This is an optimization exercise on Yosys and OpenROAD, whose aim is small area and a short achievable clock period, not a production implementation.
RTL that was checked went through simulation tests only; none was proved equivalent to the original.

==> flow/design.v <==
module output_timing#(
  parameter HFP_WIDTH=8,
  parameter HSW_WIDTH=4,
  parameter HBP_WIDTH=8,
  parameter HACTIVE_WIDTH=16,
  parameter DATA_WIDTH=8,
  parameter VFP_WIDTH=8,
  parameter VSW_WIDTH=4,
  parameter VBP_WIDTH=8,
  parameter VACTIVE_WIDTH=16
)(
  input                       clk,
  input                       rst_n,
  input                       sync_en,
  input                       hpol_i,
  input [HFP_WIDTH-1:0]       hfp_i,
  input [HSW_WIDTH-1:0]       hsw_i,
  input [HBP_WIDTH-1:0]       hbp_i,
  input [HACTIVE_WIDTH-1:0]   hactive_i,
  input [VFP_WIDTH-1:0]       vfp_i,
  input [VSW_WIDTH-1:0]       vsw_i,
  input [VBP_WIDTH-1:0]       vbp_i,
  input [VACTIVE_WIDTH-1:0]   vactive_i,
  input [DATA_WIDTH-1:0]      datar_i,
  input [DATA_WIDTH-1:0]      datag_i,
  input [DATA_WIDTH-1:0]      datab_i,
  output [DATA_WIDTH-1:0]     datar_o,
  output [DATA_WIDTH-1:0]     datag_o,
  output [DATA_WIDTH-1:0]     datab_o,
  output                      hsync_o,
  output                      vsync_o,
  output                      de_o
);
localparam [1:0] FP = 2'd0, SW = 2'd1, BP = 2'd2, POST = 2'd3;
localparam [1:0] PRE = 2'd0, ACT = 2'd1, END = 2'd2, UNR = 2'd3;
function [6:0] wrapinfo;
  input [7:0] fp;
  input [3:0] sw;
  input [7:0] bp;
  reg   [5:0] n;
  begin
    n = fp[3:0] + bp[3:0] + sw;
    wrapinfo = {(&fp[7:4]) & (&bp[7:4]) & n[5], n == 6'd32, n == 6'd33, n[3:0]};
  end
endfunction
wire hfp_z = ~|hfp_i;
wire hsw_z = ~|hsw_i;
wire hbp_z = ~|hbp_i;
wire hfp_1 = (hfp_i == 8'd1);
wire hsw_1 = (hsw_i == 4'd1);
wire hbp_1 = (hbp_i == 8'd1);
wire hfp_2 = (hfp_i == 8'd2);
wire hsw_2 = (hsw_i == 4'd2);
wire hbp_2 = (hbp_i == 8'd2);
wire ha_z  = ~|hactive_i;
wire ha_1  = (hactive_i == 16'd1);
wire ha_2  = (hactive_i == 16'd2);
wire [6:0] hwi = wrapinfo(hfp_i, hsw_i, hbp_i);
reg       hw_r, hc0_r, hc1_r, ha_zr, ha_1r, ha_2r, hpfp_r, hpsw_r;
reg [3:0] hcw_r;
always @(posedge clk) begin
  hw_r   <= hwi[6];
  hcw_r  <= hwi[3:0];
  hc0_r  <= (hwi[6] & hwi[5]) | (hfp_z & hsw_z & hbp_z);
  hc1_r  <= (hwi[6] & hwi[4]) | (hfp_1 & hsw_z & hbp_z) | (hfp_z & hsw_1 & hbp_z)
          | (hfp_z & hsw_z & hbp_1);
  ha_zr  <= ha_z;
  ha_1r  <= ha_1;
  ha_2r  <= ha_2;
  hpfp_r <= hsw_z & hbp_z;
  hpsw_r <= hbp_z;
end
wire [1:0] he0_p = hc0_r ? (ha_zr ? END : ACT) : PRE;
wire       he0_l = hc0_r ? ha_1r : (hcw_r == 4'd1);
wire [1:0] he1_p = hc0_r ? ((ha_zr | ha_1r) ? END : ACT)
                 : hc1_r ? (ha_zr ? END : ACT) : PRE;
wire       he1_l = hc0_r ? ha_2r : hc1_r ? ha_1r : (hcw_r == 4'd2);
wire       he1_3 = !hc1_r;      
reg [1:0] hsp_r;
reg [7:0] hsk_r;     
reg       hsl_r;     
wire [1:0] hp0   = !hfp_z ? FP : !hsw_z ? SW : !hbp_z ? BP : POST;
wire [1:0] hp0n  = !hfp_z ? (!hsw_z ? SW : !hbp_z ? BP : POST)
                 : !hsw_z ? (!hbp_z ? BP : POST) : POST;
wire       hl0_1 = !hfp_z ? hfp_1 : !hsw_z ? hsw_1 : hbp_1;
wire       hl0_2 = !hfp_z ? hfp_2 : !hsw_z ? hsw_2 : hbp_2;
wire       hl0n1 = !hfp_z ? (!hsw_z ? hsw_1 : hbp_1) : hbp_1;
wire [1:0] hp1   = hl0_1 ? hp0n : hp0;
wire       hs1_3 = !hl0_1;
wire       hs1_l = hl0_1 ? hl0n1 : hl0_2;
wire [1:0] hsn = (hsp_r == FP) ? (!hsw_z ? SW : !hbp_z ? BP : POST)
               : (hsp_r == SW) ? (!hbp_z ? BP : POST) : POST;
wire       hsn_1 = (hsp_r == FP) ? (!hsw_z ? hsw_1 : hbp_1) : hbp_1;
wire       hsa_post = (hsp_r == POST)
                    | (hsl_r & ((hsp_r == BP) | ((hsp_r == FP) & hpfp_r) | ((hsp_r == SW) & hpsw_r)));
wire [7:0] hs_len = (hsp_r == FP) ? hfp_i : (hsp_r == SW) ? {4'd0, hsw_i} : hbp_i;
reg [1:0]  hep_r;
reg [15:0] hke_r;    
reg        hel_r;
wire        hunr  = (hep_r == UNR);
wire [1:0]  he_p  = hunr ? he1_p : hep_r;
wire        he_l  = hunr ? he1_l : hel_r;
wire [15:0] he_k  = {hke_r[15:2], hke_r[1] | hunr, hke_r[0] | (hunr & he1_3)};
wire h_reach_c = hw_r ? he_l : hsa_post;
wire h_at_end  = (he_p == END);
wire h_end     = ((he_p == ACT) & he_l) | ((he_p == PRE) & h_reach_c & ha_zr);
always @(posedge clk) begin
  if (!rst_n | h_at_end) begin
    hsp_r <= hp1;
    hsk_r <= {6'd1, hs1_3};
    hsl_r <= hs1_l;
  end else if (!sync_en) begin
    hsp_r <= hp0;
    hsk_r <= 8'd2;
    hsl_r <= hl0_1;
  end else if (hsl_r) begin
    hsp_r <= hsn;
    hsk_r <= 8'd2;
    hsl_r <= hsn_1;
  end else begin
    hsk_r <= hsk_r + 8'd1;
    hsl_r <= (hsk_r == hs_len);
  end
end
always @(posedge clk) begin
  if (!rst_n) begin
    hep_r <= UNR;
    hke_r <= 16'd0;
  end else if (h_at_end) begin
    hep_r <= he1_p;
    hke_r <= {15'd1, he1_3};
    hel_r <= he1_l;
  end else if (!sync_en) begin
    hep_r <= he0_p;
    hke_r <= 16'd2;
    hel_r <= he0_l;
  end else if ((he_p == PRE) & h_reach_c) begin
    hep_r <= ha_zr ? END : ACT;
    hke_r <= 16'd2;
    hel_r <= ha_1r;
  end else if ((he_p == ACT) & he_l) begin
    hep_r <= END;
  end else begin
    hep_r <= he_p;
    hke_r <= he_k + 16'd1;
    hel_r <= (he_p == PRE) ? (he_k[3:0] == hcw_r) : (he_k == hactive_i);
  end
end
reg hsync_r, de_r;
always @(posedge clk) begin
  hsync_r <= rst_n & sync_en & (hsp_r == SW);
  de_r    <= rst_n & sync_en & (he_p == ACT);
end
assign hsync_o = hsync_r;
assign de_o    = de_r;
wire vfp_z = ~|vfp_i;
wire vsw_z = ~|vsw_i;
wire vbp_z = ~|vbp_i;
wire vfp_1 = (vfp_i == 8'd1);
wire vsw_1 = (vsw_i == 4'd1);
wire vbp_1 = (vbp_i == 8'd1);
wire va_z  = ~|vactive_i;
wire va_1  = (vactive_i == 16'd1);
wire [6:0] vwi = wrapinfo(vfp_i, vsw_i, vbp_i);
reg       vw_r, vc0_r, va_zr, va_1r, vpfp_r, vpsw_r;
reg [3:0] vcw_r;
always @(posedge clk) begin
  vw_r   <= vwi[6];
  vcw_r  <= vwi[3:0];
  vc0_r  <= (vwi[6] & vwi[5]) | (vfp_z & vsw_z & vbp_z);
  va_zr  <= va_z;
  va_1r  <= va_1;
  vpfp_r <= vsw_z & vbp_z;
  vpsw_r <= vbp_z;
end
wire [1:0] ve0_p = vc0_r ? (va_zr ? END : ACT) : PRE;
wire       ve0_l = vc0_r ? va_1r : (vcw_r == 4'd1);
reg [1:0] vsp_r;
reg [7:0] vsk_r;
reg       vsl_r;
wire [1:0] vp0   = !vfp_z ? FP : !vsw_z ? SW : !vbp_z ? BP : POST;
wire       vl0_1 = !vfp_z ? vfp_1 : !vsw_z ? vsw_1 : vbp_1;
wire [1:0] vsn = (vsp_r == FP) ? (!vsw_z ? SW : !vbp_z ? BP : POST)
               : (vsp_r == SW) ? (!vbp_z ? BP : POST) : POST;
wire       vsn_1 = (vsp_r == FP) ? (!vsw_z ? vsw_1 : vbp_1) : vbp_1;
wire       vsa_post = (vsp_r == POST)
                    | (vsl_r & ((vsp_r == BP) | ((vsp_r == FP) & vpfp_r) | ((vsp_r == SW) & vpsw_r)));
wire [7:0] vs_len = (vsp_r == FP) ? vfp_i : (vsp_r == SW) ? {4'd0, vsw_i} : vbp_i;
reg [1:0]  vep_r;
reg [15:0] vke_r;
reg        vel_r;
wire        vunr  = (vep_r == UNR);
wire [1:0]  ve_p  = vunr ? ve0_p : vep_r;
wire        ve_l  = vunr ? ve0_l : vel_r;
wire [15:0] ve_k  = {vke_r[15:2], vke_r[1] | vunr, vke_r[0]};
wire v_reach_c = vw_r ? ve_l : vsa_post;
wire v_last    = (ve_p == END) | ((ve_p == ACT) & ve_l)
               | ((ve_p == PRE) & v_reach_c & va_zr);
always @(posedge clk) begin
  if (!rst_n | v_last) begin
    vsp_r <= vp0;
    vsk_r <= 8'd2;
    vsl_r <= vl0_1;
  end else if (h_end) begin
    if (vsl_r) begin
      vsp_r <= vsn;
      vsk_r <= 8'd2;
      vsl_r <= vsn_1;
    end else begin
      vsk_r <= vsk_r + 8'd1;
      vsl_r <= (vsk_r == vs_len);
    end
  end
end
always @(posedge clk) begin
  if (!rst_n) begin
    vep_r <= UNR;
    vke_r <= 16'd0;
  end else if (v_last) begin
    vep_r <= ve0_p;
    vke_r <= 16'd2;
    vel_r <= ve0_l;
  end else if (h_end) begin
    if ((ve_p == PRE) & v_reach_c) begin
      vep_r <= ACT;
      vke_r <= 16'd2;
      vel_r <= va_1r;
    end else begin
      vep_r <= ve_p;
      vke_r <= ve_k + 16'd1;
      vel_r <= (ve_p == PRE) ? (ve_k[3:0] == vcw_r) : (ve_k == vactive_i);
    end
  end
end
reg vsync_r;
always @(posedge clk) begin
  vsync_r <= rst_n & (vw_r ? (vsp_r != FP) : ((vsp_r == SW) | (ve_p == ACT)));
end
assign vsync_o = vsync_r;
reg [DATA_WIDTH-1:0] datar_r;
reg [DATA_WIDTH-1:0] datag_r;
reg [DATA_WIDTH-1:0] datab_r;
always @(posedge clk) begin
  if (!rst_n) begin
    datar_r <= {DATA_WIDTH{1'b0}};
    datag_r <= {DATA_WIDTH{1'b0}};
    datab_r <= {DATA_WIDTH{1'b0}};
  end else begin
    datar_r <= datar_i;
    datag_r <= datag_i;
    datab_r <= datab_i;
  end
end
assign datar_o = datar_r;
assign datag_o = datag_r;
assign datab_o = datab_r;
endmodule
==> flow/config.mk <==
export PLATFORM = sky130hd
export DESIGN_NAME = output_timing
export DESIGN_NICKNAME = output_timing
export VERILOG_FILES = /design/flow/design.v
export SDC_FILE = /design/flow/constraint.sdc
export NUM_CORES = 4
export LEC_CHECK = 0
export CAP_MARGIN = 20
export CORE_MARGIN = 2
export CORE_UTILIZATION = 40
export SLEW_MARGIN = 20
==> flow/constraint.sdc <==
create_clock -name core_clock -period 8.0 [get_ports {clk}]
set_input_delay 1.6000 -clock core_clock [delete_from_list [all_inputs] [get_ports {clk}]]
set_output_delay 1.6000 -clock core_clock [all_outputs]
set_load 0.01 [all_outputs]
standard.sh (not shown) runs the stock make flow with config.mk's settings and CLKGATE_MAP_FILE= SYNTH_SCRIPT=/design/flow/synth_recipe.tcl, a recipe that flattens the netlist after the stock synthesis.
==> flow/flow/run.sh <==
#!/bin/bash
# Standard ORFS layout, with plain buf_2 cells as the port buffers instead of
# the default delay-buffer cells, and timing repair aiming at 5.5 ns of setup
# slack.  Each tool's log is under orfs/logs/; make's output is in flow_make.log.
set -euo pipefail
bash standard.sh "BUFFER_PORTS_ARGS=-buffer_cell sky130_fd_sc_hd__buf_2" SETUP_SLACK_MARGIN=5.5 finish > flow_make.log 2>&1
Next try:
--- a/flow/design.v
+++ b/flow/design.v
@@ -37,9 +37,18 @@
   input [7:0] fp;
   input [3:0] sw;
   input [7:0] bp;
+  reg   [3:0] s, k, g, p;
+  reg         c2, c3, c4;
   reg   [5:0] n;
   begin
-    n = fp[3:0] + bp[3:0] + sw;
+    s  = fp[3:0] ^ bp[3:0] ^ sw;
+    k  = (fp[3:0] & bp[3:0]) | (fp[3:0] & sw) | (bp[3:0] & sw);
+    g  = {s[3:1] & k[2:0], 1'b0};
+    p  = {s[3:1] ^ k[2:0], s[0]};
+    c2 = g[1];
+    c3 = g[2] | (p[2] & g[1]);
+    c4 = g[3] | (p[3] & g[2]) | (p[3] & p[2] & g[1]);
+    n  = {k[3] & c4, k[3] ^ c4, p[3] ^ c3, p[2] ^ c2, p[1], p[0]};
     wrapinfo = {(&fp[7:4]) & (&bp[7:4]) & n[5], n == 6'd32, n == 6'd33, n[3:0]};
   end
 endfunction
Result: The changed run completed without violations. Setup slack got worse by 250 ps. Routed wire length goes up by 1.3%. Cell count came out higher by 1.2%. Non-clock buffer count grows by 23. Via count barely changes. Global-route usage barely changes.
For the second run of this note, only the layout was checked, not whether the RTL still works.

## port drivers added, routing unchanged
The results above use ideal ports. As a check the final layouts listed here were re-extracted and re-timed, cells and wires unchanged.
Step 1 (the two cells are an assumption about what drives the block):
set clk [get_ports {clk}]
set_driving_cell -lib_cell sky130_fd_sc_hd__clkbuf_16 $clk
set_driving_cell -lib_cell sky130_fd_sc_hd__buf_2 [delete_from_list [all_inputs] $clk]
Step 2, shift: input delay + t, output delay - t, t = (earliest + latest rising clock arrival at the registers) / 2. This alone moves slack from input paths to output paths.
Slacks: no drivers / after step 1 / after step 2; pairs: no drivers / after step 1.
run	t, ns	slack for setup (ns)	slew at the worst register clock pin (ns)
the first run	0.395	4.874 / 4.878 / 4.483	0.07 / 0.07
the second run	0.384	4.624 / 4.623 / 4.239	0.07 / 0.07
After both steps every run listed still meets setup and hold. The setup slack of the first run, which loses most, moves by +0.004 ns with the drivers and by -0.391 ns with both steps.
